From an optimization exercise on the open Yosys and OpenROAD flow, aimed at small area, a short achievable clock period and few clock cycles per item; shortcuts taken in it are not production practice.
At most, simulation tests tie the RTL to the original design; equivalence was not proved.
Power figures rest on the tool's default switching activity, not on a simulated workload.

==> run B: inputs <==
// apb_slave
module apb_slave (
  input  logic        PCLK,
  input  logic        PRESETn,
  input  logic [31:0] PADDR,
  input  logic        PSEL,
  input  logic        PENABLE,
  input  logic        PWRITE,
  input  logic [31:0] PWDATA,
  output logic [31:0] PRDATA,
  output logic        PREADY,
  output logic        PSLVERR
);
  logic [15:0] [31:0] registers;
  logic [15:0]        written;
  logic [3:0]         wr_pending;
  logic        addr_valid;
  logic [15:0] addr_dec;
  logic [15:0] wen;
  assign addr_valid = (PADDR[31:6] == 0);
  assign addr_dec   = 16'b1 << PADDR[5:2];
  always_comb
    for (int i = 0; i < 16; i++)
      wen[i] = wr_pending[i / 4] && (PADDR[3:2] == 2'(i % 4));
  always_ff @(posedge PCLK or negedge PRESETn) begin
    if (!PRESETn) begin
      wr_pending <= '0;
      written    <= '0;
    end else begin
      wr_pending <= (PSEL && !PENABLE && PWRITE && addr_valid) ? 4'b1 << PADDR[5:4] : 4'b0;
      written    <= written | wen;
    end
  end
  always_ff @(posedge PCLK) begin
    for (int i = 0; i < 16; i++)
      if (wen[i])
        registers[i] <= PWDATA;
  end
  logic [31:0] rdata;
  logic [15:0] rsel_lo, rsel_hi;
  apb_rsel u_rsel_lo (.idx(PADDR[5:2]), .written(written), .sel(rsel_lo));
  apb_rsel u_rsel_hi (.idx(PADDR[5:2]), .written(written), .sel(rsel_hi));
  always_comb begin
    rdata = '0;
    for (int i = 0; i < 16; i++) begin
      rdata[15:0]  = rdata[15:0]  | (registers[i][15:0]  & {16{rsel_lo[i]}});
      rdata[31:16] = rdata[31:16] | (registers[i][31:16] & {16{rsel_hi[i]}});
    end
  end
  always_ff @(posedge PCLK) begin
    PRDATA  <= rdata;
    PSLVERR <= !addr_valid;
  end
  assign PREADY = 1'b1;
endmodule
==> module apb_slave, before the edit <==
module apb_slave (
  input  logic        PCLK,
  input  logic        PRESETn,
  input  logic [31:0] PADDR,
  input  logic        PSEL,
  input  logic        PENABLE,
  input  logic        PWRITE,
  input  logic [31:0] PWDATA,
  output logic [31:0] PRDATA,
  output logic        PREADY,
  output logic        PSLVERR
);
  logic [15:0] [31:0] registers;
  logic [15:0]        written;
  logic [3:0]         wr_pending;
  logic        addr_valid;
  logic [15:0] addr_dec;
  logic [15:0] wen;
  assign addr_valid = (PADDR[31:6] == 0);
  assign addr_dec   = 16'b1 << PADDR[5:2];
  always_comb
    for (int i = 0; i < 16; i++)
      wen[i] = wr_pending[i / 4] && (PADDR[3:2] == 2'(i % 4));
  always_ff @(posedge PCLK or negedge PRESETn) begin
    if (!PRESETn) begin
      wr_pending <= '0;
      written    <= '0;
    end else begin
      wr_pending <= (PSEL && !PENABLE && PWRITE && addr_valid) ? 4'b1 << PADDR[5:4] : 4'b0;
      written    <= written | wen;
    end
  end
  always_ff @(posedge PCLK) begin
    for (int i = 0; i < 16; i++)
      if (wen[i])
        registers[i] <= PWDATA;
  end
  logic [31:0] rdata;
  logic [15:0] rsel_lo, rsel_hi;
  apb_rsel u_rsel_lo (.idx(PADDR[5:2]), .written(written), .sel(rsel_lo));
  apb_rsel u_rsel_hi (.idx(PADDR[5:2]), .written(written), .sel(rsel_hi));
  always_comb begin
    rdata = '0;
    for (int i = 0; i < 16; i++) begin
      rdata[15:0]  = rdata[15:0]  | (registers[i][15:0]  & {16{rsel_lo[i]}});
      rdata[31:16] = rdata[31:16] | (registers[i][31:16] & {16{rsel_hi[i]}});
    end
  end
  always_ff @(posedge PCLK) begin
    PRDATA  <= rdata;
    PSLVERR <= !addr_valid;
  end
  assign PREADY = 1'b1;
endmodule
==> module apb_rsel, before the edit <==
module apb_rsel (
  input  logic [3:0]  idx,
  input  logic [15:0] written,
  output logic [15:0] sel
);
  assign sel = (16'b1 << idx) & written;
endmodule
clock: 5.0 ns
lec_check: 0
cap_margin: 20
core_margin: 2
core_utilization: 40
cts_cluster_diameter: 100
cts_cluster_size: 30
setup_slack_margin: 3.0
slew_margin: 20
synth_hierarchical: 1
standard.sh (not shown) runs the stock make flow with config.mk's settings and CLKGATE_MAP_FILE= SYNTH_SCRIPT=/design/flow/synth_recipe.tcl, a recipe that flattens the netlist after the stock synthesis.
==> flow/flow/run.sh <==
#!/bin/bash
# The standard layout, with every port buffered by a plain buf_1 (ORFS's
# buffer_ports otherwise picks a delay cell); repair_timing resizes as needed.
set -euo pipefail
bash standard.sh finish "BUFFER_PORTS_ARGS=-buffer_cell sky130_fd_sc_hd__buf_1" > standard.log 2>&1
==> run Z (differences from run B) <==
==> flow/design.v (replaced) <==
module apb_slave (
  input  logic        PCLK,
  input  logic        PRESETn,
  input  logic [31:0] PADDR,
  input  logic        PSEL,
  input  logic        PENABLE,
  input  logic        PWRITE,
  input  logic [31:0] PWDATA,
  output logic [31:0] PRDATA,
  output logic        PREADY,
  output logic        PSLVERR
);
  logic [15:0] [31:0] registers;
  logic [3:0] addr_index;
  logic       addr_valid;
  assign addr_index = PADDR[5:2];
  assign addr_valid = (PADDR[31:6] == 0);
  typedef enum logic [1:0] {
    IDLE,
    SETUP,
    ACCESS
  } apb_state_t;
  apb_state_t current_state, next_state;
  always_ff @(posedge PCLK or negedge PRESETn) begin
    if (!PRESETn) begin
      current_state <= IDLE;
    end else begin
      current_state <= next_state;
    end
  end
  always_comb begin
    case (current_state)
      IDLE: begin
        if (PSEL && !PENABLE)
          next_state = SETUP;
        else
          next_state = IDLE;
      end
      SETUP: begin
        if (PSEL && PENABLE)
          next_state = ACCESS;
        else
          next_state = IDLE;
      end
      ACCESS: begin
        if (PSEL && !PENABLE)
          next_state = SETUP;
        else
          next_state = IDLE;
      end
      default:
        next_state = IDLE;
    endcase
  end
  always_ff @(posedge PCLK or negedge PRESETn) begin
    if (!PRESETn) begin
      for (int i = 0; i < 16; i++)
        registers[i] <= 32'h0;
      PRDATA <= 32'h0;
      PREADY <= 1'b1;   
      PSLVERR <= 1'b0;  
    end
    else begin
      PREADY <= (next_state != SETUP);
      PSLVERR <= 1'b0;
      if (current_state == SETUP && PSEL && PENABLE) begin
        if (!addr_valid) begin
          PSLVERR <= 1'b1;
        end
        else if (!PWRITE) begin
          PRDATA <= registers[addr_index];
        end
      end
      if (current_state == ACCESS && PSEL && PENABLE && addr_valid && PWRITE) begin
        registers[addr_index] <= PWDATA;
      end
    end
  end
endmodule
==> flow/run.sh (new file) <==
#!/bin/bash
# synth_recipe.tcl (not shown) runs the flow's synth.tcl, then flattens the netlist and writes it again
# the make line also repeats each setting of config.mk as NAME=value (left out here)
make -C /OpenROAD-flow-scripts/flow DESIGN_CONFIG=/design/flow/config.mk WORK_HOME=/design/flow/orfs CLKGATE_MAP_FILE= SYNTH_SCRIPT=/design/flow/synth_recipe.tcl finish
--- a/flow/config.mk
+++ b/flow/config.mk
@@ -9,7 +9,3 @@
 export CORE_MARGIN = 2
 export CORE_UTILIZATION = 40
-export CTS_CLUSTER_DIAMETER = 100
-export CTS_CLUSTER_SIZE = 30
-export SETUP_SLACK_MARGIN = 3.0
 export SLEW_MARGIN = 20
-export SYNTH_HIERARCHICAL = 1
removed: flow/flow/run.sh
removed: flow/standard.sh
==> notes.md <==
metric	run Z	run B
Share of the final layout cell area in multi-input gates	36.20%	16.98%
Tightest slew margin relative to the limit	34.07%	46.44%
Final Net Count	1662	1185
Layout clock buffers	89	39
Num sequential	548	565
Share of cell area taken by flip-flops and latches	48.37%	72.53%
Required @ worst endpoint	5490 ps	4000 ps
Iteration-0 DRC Markers	751	1176
Via count of the first global-routing pass	14870	10690
Nature of the critical path endpoint	flop	primary output
Sw power	2.017 mW	1.430 mW
Combinational fraction of design power	4.1%	1.4%
DP Area	26440 µm²	21560 µm²
Outcome	complete, no violations	complete, no violations
Net count of the mapped netlist	1581	1088
Floorplan core area	60470 µm²	50170 µm²
Xor-xnor portion of the synthesized cell area	0.03574%	0%
Count of synthesis-stage warnings from yosys	1	7
Met3 capacity usage during global routing	2.899%	2.341%
Critical register-to-register path startpoint	current_state[1]$_DFF_PN0_	wr_pending[1]$_DFF_PN0_
Final WL	59.59 mm	52.01 mm
Compound-cell area share of the yosys netlist	2.124%	11.63%
No run of this note included a check of the RTL's function; only the layout flow was run.

* * *

==> job 9936: inputs <==
Another version of the RTL of apb_slave (not shown whole).
==> module apb_slave, before the edit <==
module apb_slave (
  input  logic        PCLK,
  input  logic        PRESETn,
  input  logic [31:0] PADDR,
  input  logic        PSEL,
  input  logic        PENABLE,
  input  logic        PWRITE,
  input  logic [31:0] PWDATA,
  output logic [31:0] PRDATA,
  output logic        PREADY,
  output logic        PSLVERR
);
  logic [15:0] [31:0] registers;
  logic [15:0]        written;
  logic [15:0]        wen;
  logic        addr_valid;
  logic [15:0] addr_dec;
  assign addr_valid = (PADDR[31:6] == 0);
  assign addr_dec   = 16'b1 << PADDR[5:2];
  always_ff @(posedge PCLK or negedge PRESETn) begin
    if (!PRESETn) begin
      wen        <= '0;
      written    <= '0;
    end else begin
      wen        <= (PSEL && !PENABLE && PWRITE && addr_valid) ? addr_dec : 16'b0;
      written    <= written | wen;
    end
  end
  always_ff @(posedge PCLK) begin
    for (int i = 0; i < 16; i++)
      if (wen[i])
        registers[i] <= PWDATA;
  end
  logic [31:0] rdata;
  logic [15:0] rsel_lo, rsel_hi;
  apb_rsel u_rsel_lo (.idx(PADDR[5:2]), .written(written), .sel(rsel_lo));
  apb_rsel u_rsel_hi (.idx(PADDR[5:2]), .written(written), .sel(rsel_hi));
  always_comb begin
    rdata = '0;
    for (int i = 0; i < 16; i++) begin
      rdata[15:0]  = rdata[15:0]  | (registers[i][15:0]  & {16{rsel_lo[i]}});
      rdata[31:16] = rdata[31:16] | (registers[i][31:16] & {16{rsel_hi[i]}});
    end
  end
  always_ff @(posedge PCLK) begin
    PRDATA  <= rdata;
    PSLVERR <= !addr_valid;
  end
  assign PREADY = 1'b1;
endmodule
==> flow/config.mk <==
export PLATFORM = sky130hd
export DESIGN_NAME = apb_slave
export DESIGN_NICKNAME = apb_slave
export VERILOG_FILES = /design/flow/design.v
export SDC_FILE = /design/flow/constraint.sdc
export NUM_CORES = 4
export LEC_CHECK = 0
export CAP_MARGIN = 20
export CORE_MARGIN = 2
export CORE_UTILIZATION = 40
export CTS_CLUSTER_DIAMETER = 100
export CTS_CLUSTER_SIZE = 30
export SETUP_SLACK_MARGIN = 3.0
export SLEW_MARGIN = 20
export SYNTH_HIERARCHICAL = 1
==> flow/constraint.sdc <==
create_clock -name core_clock -period 5.0 [get_ports {PCLK}]
set_input_delay 1.0000 -clock core_clock [delete_from_list [all_inputs] [get_ports {PCLK}]]
set_output_delay 1.0000 -clock core_clock [all_outputs]
set_load 0.01 [all_outputs]
==> flow/flow/run.sh <==
#!/bin/bash
# The standard layout, with every port buffered by a plain buf_1 (ORFS's
# buffer_ports otherwise picks a delay cell); repair_timing resizes as needed.
set -euo pipefail
bash standard.sh finish "BUFFER_PORTS_ARGS=-buffer_cell sky130_fd_sc_hd__buf_1" > standard.log 2>&1
==> job 5144: changes against job 9936 <==
--- a/flow/design.v
+++ b/flow/design.v
@@ -32,15 +32,21 @@
         registers[i] <= PWDATA;
   end
   logic [31:0] rdata;
-  logic [15:0] rsel_lo, rsel_hi;
-  apb_rsel u_rsel_lo (.idx(PADDR[5:2]), .written(written), .sel(rsel_lo));
-  apb_rsel u_rsel_hi (.idx(PADDR[5:2]), .written(written), .sel(rsel_hi));
-  always_comb begin
-    rdata = '0;
-    for (int i = 0; i < 16; i++) begin
-      rdata[15:0]  = rdata[15:0]  | (registers[i][15:0]  & {16{rsel_lo[i]}});
-      rdata[31:16] = rdata[31:16] | (registers[i][31:16] & {16{rsel_hi[i]}});
+  logic [15:0] rsel;
+  apb_rsel u_rsel (.idx(PADDR[5:2]), .written(written), .sel(rsel));
+  for (genvar b = 0; b < 32; b++) begin : g_rd
+    logic [15:0] s;
+    logic [5:0]  p;
+    logic [1:0]  h;
+    assign s = rsel;
+    for (genvar k = 0; k < 5; k++) begin : g_p
+      apb_aoi222 u_p (.a(s[3*k]), .b(registers[3*k][b]), .c(s[3*k+1]), .d(registers[3*k+1][b]),
+                      .e(s[3*k+2]), .f(registers[3*k+2][b]), .y(p[k]));
     end
+    assign p[5] = !(s[15] && registers[15][b]);
+    apb_nand3 u_h0 (.a(p[0]), .b(p[1]), .c(p[2]), .y(h[0]));
+    apb_nand3 u_h1 (.a(p[3]), .b(p[4]), .c(p[5]), .y(h[1]));
+    assign rdata[b] = h[0] | h[1];
   end
   always_ff @(posedge PCLK) begin
     PRDATA  <= rdata;
@@ -55,3 +61,9 @@
 );
   assign sel = (16'b1 << idx) & written;
 endmodule
+module apb_aoi222 (input logic a, b, c, d, e, f, output logic y);
+  assign y = !((a && b) || (c && d) || (e && f));
+endmodule
+module apb_nand3 (input logic a, b, c, output logic y);
+  assign y = !(a && b && c);
+endmodule
==> qor summary <==
Outcome: job 9936 finished clean; job 5144 finished clean
Met1 layer wirelength in the final routing: job 9936 22.3 mm; job 5144 21.9 mm
Final standard cell count with taps included and fillers excluded: job 9936 1833; job 5144 1794
Worst reg2reg endpoint: job 9936 PRDATA[0]$_DFF_P_; job 5144 PRDATA[10]$_DFF_P_
Total vias in the final route: job 9936 10800; job 5144 11200
P_sw: job 9936 1.48 mW; job 5144 1.52 mW
Number of antenna violations at the first check in global routing: job 9936 4; job 5144 3
Flop2flop setup slack: job 9936 3.39 ns; job 5144 3.16 ns
Non-Clock Buffer Area Fraction: job 9936 4.13%; job 5144 3.26%
Fraction of post-synthesis cell area in the top cell type by area: job 9936 75.9%; job 5144 78.2%
Beginning of the critical path: job 9936 PRDATA[3]$_DFF_P_; job 5144 PRDATA[27]$_DFF_P_
Count of placed standard cells including taps: job 9936 1778; job 5144 1711
Fin Clk Skew: job 9936 0.0271 ns; job 5144 0.0264 ns
Avg Vias per Cell: job 9936 5.90; job 5144 6.22
Place WS: job 9936 1.50 ns; job 5144 1.96 ns
Layout overhead on the synthesized area: job 9936 14.5%; job 5144 14.3%
Cell area reported after detailed placement: job 9936 22000 sq um; job 5144 21000 sq um
Max-Slew Margin vs Limit: job 9936 44.2%; job 5144 19.6%
Internal power: job 9936 6.16 mW; job 5144 6.16 mW
Testbench counts of job 9936, summed over its fixed seeds: cycles 32,000, transfers 16,000.
For job 5144, only the layout was checked, not whether the RTL still works.

==> what the ideal ports hide <==
In the flow no input, the clock included, has a driving cell. The finished layouts below were timed again as built, in two steps.
Step 1 assumes that a clkbuf_16 drives the clock port and a buf_2 every other input.
Step 2 times the ports against the registers' clock, not the clock port: input delays grow and output delays shrink by t, the midpoint of the rising clock arrivals with the driver on.
Three values: no drivers, after step 1, after step 2; two values: the first two.
| run | t, ns | setup slack, ns | worst setup path at the end | worst register clock-pin slew, ns | worst slew at a driven data input, ns |
|---|---|---|---|---|---|
| run B | 0.627 | 2.928 / 2.870 / 2.348 | input to register | 0.12 / 0.12 | 0.11 |
| run Z | 0.663 | 1.263 / 1.289 / 0.627 | input to register | 0.06 / 0.06 | 0.13 |
| job 9936 | 0.610 | 2.947 / 2.892 / 2.410 | input to register | 0.12 / 0.12 | 0.10 |
| job 5144 | 0.638 | 2.916 / 2.860 / 2.323 | input to register | 0.12 / 0.12 | 0.11 |
After both steps every run listed still meets setup and hold. For run Z, which loses most, drivers alone change the setup slack by +0.026 ns; drivers and shift together by -0.636 ns.
